Background: an optimization exercise with open tools, aiming at small area, a short achievable clock period and few clock cycles. Do not read the settings as production practice. Where RTL was checked, it was by simulation tests only, not by an equivalence proof against the original. The flow treats the clock pin as an ideal source. Dropping or thinning the clock tree relies on that and would not hold on a real chip. Power is estimated from default activity; no workload was simulated.

==> module AxisCrcChecker, before the edit <==
module AxisCrcChecker(
  input        clock,
  input        reset,
  output       io_AxisSlv_ready,
  input        io_AxisSlv_valid,
  input        io_AxisSlv_bits_Tlast,
  input  [7:0] io_AxisSlv_bits_Tdata,
  input        io_AxisMst_ready,
  output       io_AxisMst_valid,
  output       io_AxisMst_bits_Tlast,
  output [7:0] io_AxisMst_bits_Tdata
);
  localparam N  = 1024;           
  localparam LW = 7;              
  localparam LR = 6;              
  localparam KW = N >> LW;        
  localparam KR = N >> LR;        
  localparam [LR-1:0] RC = {LR{1'b1}};  
  localparam QS = 8;              
  localparam QL = 3;
  reg        in_rdy;
  reg  [1:0] b_cnt;
  wire       rdy_i = ~b_cnt[1];
  wire       acc = io_AxisSlv_valid & rdy_i;
  reg [8:0] bh, bt;               
  wire      b_ne = (b_cnt != 2'd0);
  wire [7:0] w_d = bh[7:0];
  wire       w_l = bh[8];
  reg  [7:0] crc;
  wire [7:0] crc_n;
  calc_crc u_calc_crc (.CRC_I(crc), .DATA_I(w_d), .CRC_O(crc_n));
  wire       w_g = (crc_n == 8'h00);
  reg  [9:0]  wpm;
  reg  [9:0]  rp;
  reg         wfull;
  reg         r_al;               
  reg  [9:0]  pk_len;             
  reg         cur_v;              
  reg  [9:0]  rem;                
  reg         lastb;              
  reg [10:0]   qq [0:QS-1];
  reg [QL-1:0] q_wp, q_rp;
  reg [QL:0]   q_cnt;               
  reg [10:0]   q_head;
  reg          q_ne;
  wire         q_room = ~(q_ne & q_cnt[QL]);
  wire         qq_ne = (q_cnt != 0);
  wire eq     = (rp == wpm);
  wire full   = eq & wfull;
  wire w_al   = (wpm[LW-1:0] == {LW{1'b1}});
  wire wr     = b_ne & w_al & ~full & (~w_l | q_room);
  wire empty  = eq & ~wfull;
  wire hold   = empty & w_al & ~wr;
  wire [9-LW:0] w_tap = wpm[9:LW];    
  reg        credit;              
  wire       rd    = cur_v & r_al & credit;
  wire       next  = ~cur_v | (rd & lastb);
  wire       load  = next & q_ne;
  wire       q_push    = wr & w_l;
  wire       q_to_head = q_push & ~qq_ne & (~q_ne | load);
  wire       skip  = load & ~q_head[10];
  wire [9:0] rp_sk = rp - q_head[9:0] - rd;
  reg  [8*N-1:0] ring;
  wire [8*N-1:0] rot = {ring[8*N-9:0], ring[8*N-1:8*N-8]};
  integer k;
  always @(posedge clock) begin
    ring <= rot;
    for (k = 0; k < KW; k = k + 1)
      if (wr && w_tap == k) ring[8*(((k+1)<<LW) % N) +: 8] <= w_d;
  end
  wire [8*KR-1:0] taps;
  genvar g;
  generate
    for (g = 0; g < KR; g = g + 1) begin : g_tap
      assign taps[8*g +: 8] = ring[8*((g<<LR)+RC) +: 8];
    end
  endgenerate
  wire [7:0] x_d = taps[8*rp[9:LR] +: 8];
  wire       x_l = lastb;
  wire       x_v = rd;
  always @(posedge clock) begin
    if (b_cnt == 2'd0 || (b_cnt == 2'd1 && wr)) bh <= {io_AxisSlv_bits_Tlast, io_AxisSlv_bits_Tdata};
    else if (b_cnt[1] && wr) bh <= bt;
    if (b_cnt == 2'd1 && ~wr || b_cnt[1] && wr) bt <= {io_AxisSlv_bits_Tlast, io_AxisSlv_bits_Tdata};
  end
  wire [1:0] b_cnt_n = {~wr & (b_cnt[1] | (b_cnt[0] & acc)),
                        (b_cnt[1] & wr) | (b_cnt[0] & (acc ~^ wr)) | (~b_cnt[1] & ~b_cnt[0] & acc)};
  always @(posedge clock) begin
    if (q_push & ~q_to_head) qq[q_wp] <= {w_g, pk_len};
    if (q_to_head) q_head <= {w_g, pk_len};
    else if (load & qq_ne) q_head <= qq[q_rp];
  end
  reg rst_q;
  always @(posedge clock) begin
    rst_q <= reset;
    in_rdy <= reset | wr | ~(b_cnt[1] | (b_cnt[0] & io_AxisSlv_valid));
    if (reset) begin
      b_cnt <= 2'd0;
    end else begin
      b_cnt <= b_cnt_n;
    end
  end
  always @(posedge clock) begin
    if (rst_q) begin
      wpm <= 10'd1023;
      wfull <= 1'b0;
      rp <= 10'd1023;
      r_al <= 1'b1;
      pk_len <= 10'd0;
      cur_v <= 1'b0;
      rem <= 10'd0;
      lastb <= 1'b0;
      crc <= 8'hff;
      q_wp <= 0; q_rp <= 0; q_cnt <= 0; q_ne <= 1'b0;
    end else begin
      if (wr) crc <= w_l ? 8'hff : crc_n;
      if (wr) begin
        pk_len <= w_l ? 10'd0 : pk_len + 10'd1;
      end else if (~hold) wpm <= wpm + 10'd1;
      if (q_push & ~q_to_head) q_wp <= q_wp + 1'b1;
      if (load & qq_ne) q_rp <= q_rp + 1'b1;
      q_cnt <= q_cnt + (q_push & ~q_to_head) - (load & qq_ne);
      q_ne <= q_push | qq_ne | (q_ne & ~load);
      if (next) cur_v <= load & q_head[10];
      if (load) begin
        rem <= q_head[9:0];
        lastb <= (q_head[9:0] == 10'd0);
      end else if (rd) begin
        rem <= rem - 10'd1;
        lastb <= (rem == 10'd1);
      end
      if (wr) wfull <= 1'b1;
      else if (rd | skip) wfull <= 1'b0;
      if (skip) begin
        rp <= rp_sk;
        r_al <= (rp_sk[LR-1:0] == RC);
      end else if (~rd & ~hold) begin
        rp <= rp + 10'd1;
        r_al <= (rp[LR-1:0] == RC - 1'b1);
      end
    end
  end
  reg [8:0] oq0, oq1;
  reg       oq_wp, oq_rp;
  reg [1:0] oq_cnt;
  reg       o_v;
  reg [7:0] o_d;
  reg       o_l;
  wire       oq_ne  = (oq_cnt != 2'd0);
  wire [8:0] x_e    = {x_l, x_d};
  wire [8:0] e_rp   = oq_rp ? oq1 : oq0;
  wire [8:0] e_rp1  = oq_rp ? oq0 : oq1;
  wire [1:0] cnt_h  = oq_cnt + x_v;
  wire [8:0] nh_h   = oq_ne ? e_rp : x_e;
  wire [1:0] cnt_p  = oq_cnt + x_v - oq_ne;
  wire [8:0] nh_p   = oq_cnt[1] ? e_rp1 : x_e;
  always @(posedge clock) begin
    if (x_v & ~oq_wp) oq0 <= x_e;
    if (x_v &  oq_wp) oq1 <= x_e;
    {o_l, o_d} <= io_AxisMst_ready ? nh_p : nh_h;
    o_v <= ~reset & ~rst_q & (io_AxisMst_ready ? (cnt_p != 2'd0) : (cnt_h != 2'd0));
    if (rst_q) begin
      oq_wp <= 1'b0; oq_rp <= 1'b0; oq_cnt <= 2'd0;
      credit <= 1'b0;
    end else begin
      if (x_v) oq_wp <= ~oq_wp;
      if (io_AxisMst_ready & oq_ne) oq_rp <= ~oq_rp;
      oq_cnt <= io_AxisMst_ready ? cnt_p : cnt_h;
      credit <= io_AxisMst_ready ? ~cnt_p[1] : ~cnt_h[1];
    end
  end
  assign io_AxisSlv_ready      = in_rdy;
  assign io_AxisMst_valid      = o_v;
  assign io_AxisMst_bits_Tdata = o_d;
  assign io_AxisMst_bits_Tlast = o_l;
endmodule
==> flow/config.mk <==
export PLATFORM = sky130hd
export DESIGN_NAME = AxisCrcChecker
export DESIGN_NICKNAME = AxisCrcChecker
export VERILOG_FILES = /design/flow/design.v
export SDC_FILE = /design/flow/constraint.sdc
export NUM_CORES = 8
export LEC_CHECK = 0
export CAP_MARGIN = 40
export CORE_MARGIN = 2
export CORE_UTILIZATION = 60
export CTS_BUF_LIST = sky130_fd_sc_hd__clkbuf_16
export CTS_CLUSTER_DIAMETER = 100
export CTS_CLUSTER_SIZE = 30
export PLACE_DENSITY = 0.7
export SLEW_MARGIN = 40
export SYNTH_MEMORY_MAX_BITS = 16384
==> flow/constraint.sdc <==
create_clock -name core_clock -period 15.0 [get_ports {clock}]
set_input_delay 3.0000 -clock core_clock [delete_from_list [all_inputs] [get_ports {clock}]]
set_output_delay 3.0000 -clock core_clock [all_outputs]
set_load 0.01 [all_outputs]
standard.sh (not shown) runs the stock make flow with config.mk's settings and CLKGATE_MAP_FILE= SYNTH_SCRIPT=/design/flow/synth_recipe.tcl, a recipe that flattens the netlist after the stock synthesis.
==> flow/flow/run.sh <==
#!/bin/bash
# Standard layout with these changes:
#  - the pins of each AXI4-Stream port are kept together (pins.tcl), and every
#    port gets a fast buffer (buf_4) instead of the default choice; timing
#    repair aims below the 15 ns constraint;
#  - during global placement, each flip-flop that drives an output port is
#    held next to its pin (placeio_early.tcl, unfix.tcl); after placement each
#    output port's buffer and its flip-flop are moved next to the pin
#    (placeio.tcl);
#  - after clock tree synthesis, the clock tree is rebuilt as a balanced tree
#    of four levels of inverters, the top level's four cells on the clock port
#    (ctree.tcl, ctree_build.tcl).
set -euo pipefail
export BUFFER_PORTS_ARGS="-buffer_cell sky130_fd_sc_hd__buf_4"
export SETUP_SLACK_MARGIN=11
export PRE_IO_PLACEMENT_TCL=$PWD/flow/pins.tcl
export PLACE_PINS_ARGS="-min_distance 8"
RES=orfs/results/$FLOW_PLATFORM/AxisCrcChecker/base
bash standard.sh $PWD/$RES/3_2_place_iop.odb > standard_iop.log 2>&1
openroad -no_init -exit flow/placeio_early.tcl > placeio_early.log 2>&1
bash standard.sh $PWD/$RES/3_3_place_gp.odb > standard_gp.log 2>&1
openroad -no_init -exit flow/unfix.tcl > unfix.log 2>&1
bash standard.sh place > standard_place.log 2>&1
openroad -no_init -exit flow/placeio.tcl > placeio.log 2>&1
bash standard.sh cts > standard_cts.log 2>&1
openroad -no_init -exit flow/ctree.tcl > ctree.log 2>&1
bash standard.sh > standard_finish.log 2>&1
Other scripts of this flow, unchanged in this note and not shown: flow/flow/ctree.tcl, flow/flow/ctree_build.tcl, flow/flow/pins.tcl, flow/flow/placeio.tcl, flow/flow/placeio_early.tcl, flow/flow/unfix.tcl
The baseline completed with no timing, DRC or antenna violations.
Testbench counts at the start, summed over its fixed seeds: cycles 46,598.
Rerun with:
--- a/flow/design.v
+++ b/flow/design.v
@@ -69,11 +69,11 @@
   reg        credit;              
   wire       rd    = cur_v & r_al & credit;
   wire       next  = ~cur_v | (rd & lastb);
-  wire       load  = next & q_ne;
+  wire       load  = q_ne & (~cur_v | (rd & lastb & q_head[10]));
   wire       q_push    = wr & w_l;
   wire       q_to_head = q_push & ~qq_ne & (~q_ne | load);
-  wire       skip  = load & ~q_head[10];
-  wire [9:0] rp_sk = rp - q_head[9:0] - rd;
+  wire       skip  = q_ne & ~cur_v & ~q_head[10];
+  wire [9:0] rp_sk = rp - q_head[9:0];
   reg  [8*N-1:0] ring;
   wire [8*N-1:0] rot = {ring[8*N-9:0], ring[8*N-1:8*N-8]};
   integer k;
Outcome: Synthesized cell count falls slightly. First-iteration DRC count goes down by a little under a tenth. Final cell count falls slightly. Sequential cell count does not change. Sequential share of layout area is higher by 0.29 points. Clock skew came out lower by 8.1 ps. Worst setup slack improved by 6.3 ps. Power came out lower slightly. Cell area fell slightly. Utilization hardly moves. Die area came out lower slightly.
The RTL of the second run of this note was laid out without a check of its function. In every run of this note, the design's own scripts or RTL, not TritonCTS, make the clock network.

port drivers added, routing unchanged:
The flow's constraints put no driver on any port. The routed layouts listed below were extracted and timed again, unchanged, in two steps.
Step 1 (the two cells are an assumption about what drives the block):
set clk [get_ports {clock}]
set_driving_cell -lib_cell sky130_fd_sc_hd__clkbuf_16 $clk
set_driving_cell -lib_cell sky130_fd_sc_hd__buf_2 [delete_from_list [all_inputs] $clk]
Step 2 also shifts input and output timing later by t, the mid clock arrival at the registers, as if the neighbouring blocks saw the same clock.
Three values: ideal ports, drivers, drivers and shift; two values: the first two.
run	t, ns	setup WS [ns]	worst setup path after step 2	slew at the worst register clock pin (ns)	pins driven straight from the clock port
the first run	0.681	11.165 / 10.875 / 10.880	input to register	0.10 / 0.10	4
the second run	0.673	11.171 / 10.882 / 10.985	input to register	0.10 / 0.10	4
After both steps every run listed still meets setup and hold. The setup slack of the first run, which loses most, moves by -0.290 ns with the drivers and by -0.285 ns with both steps.
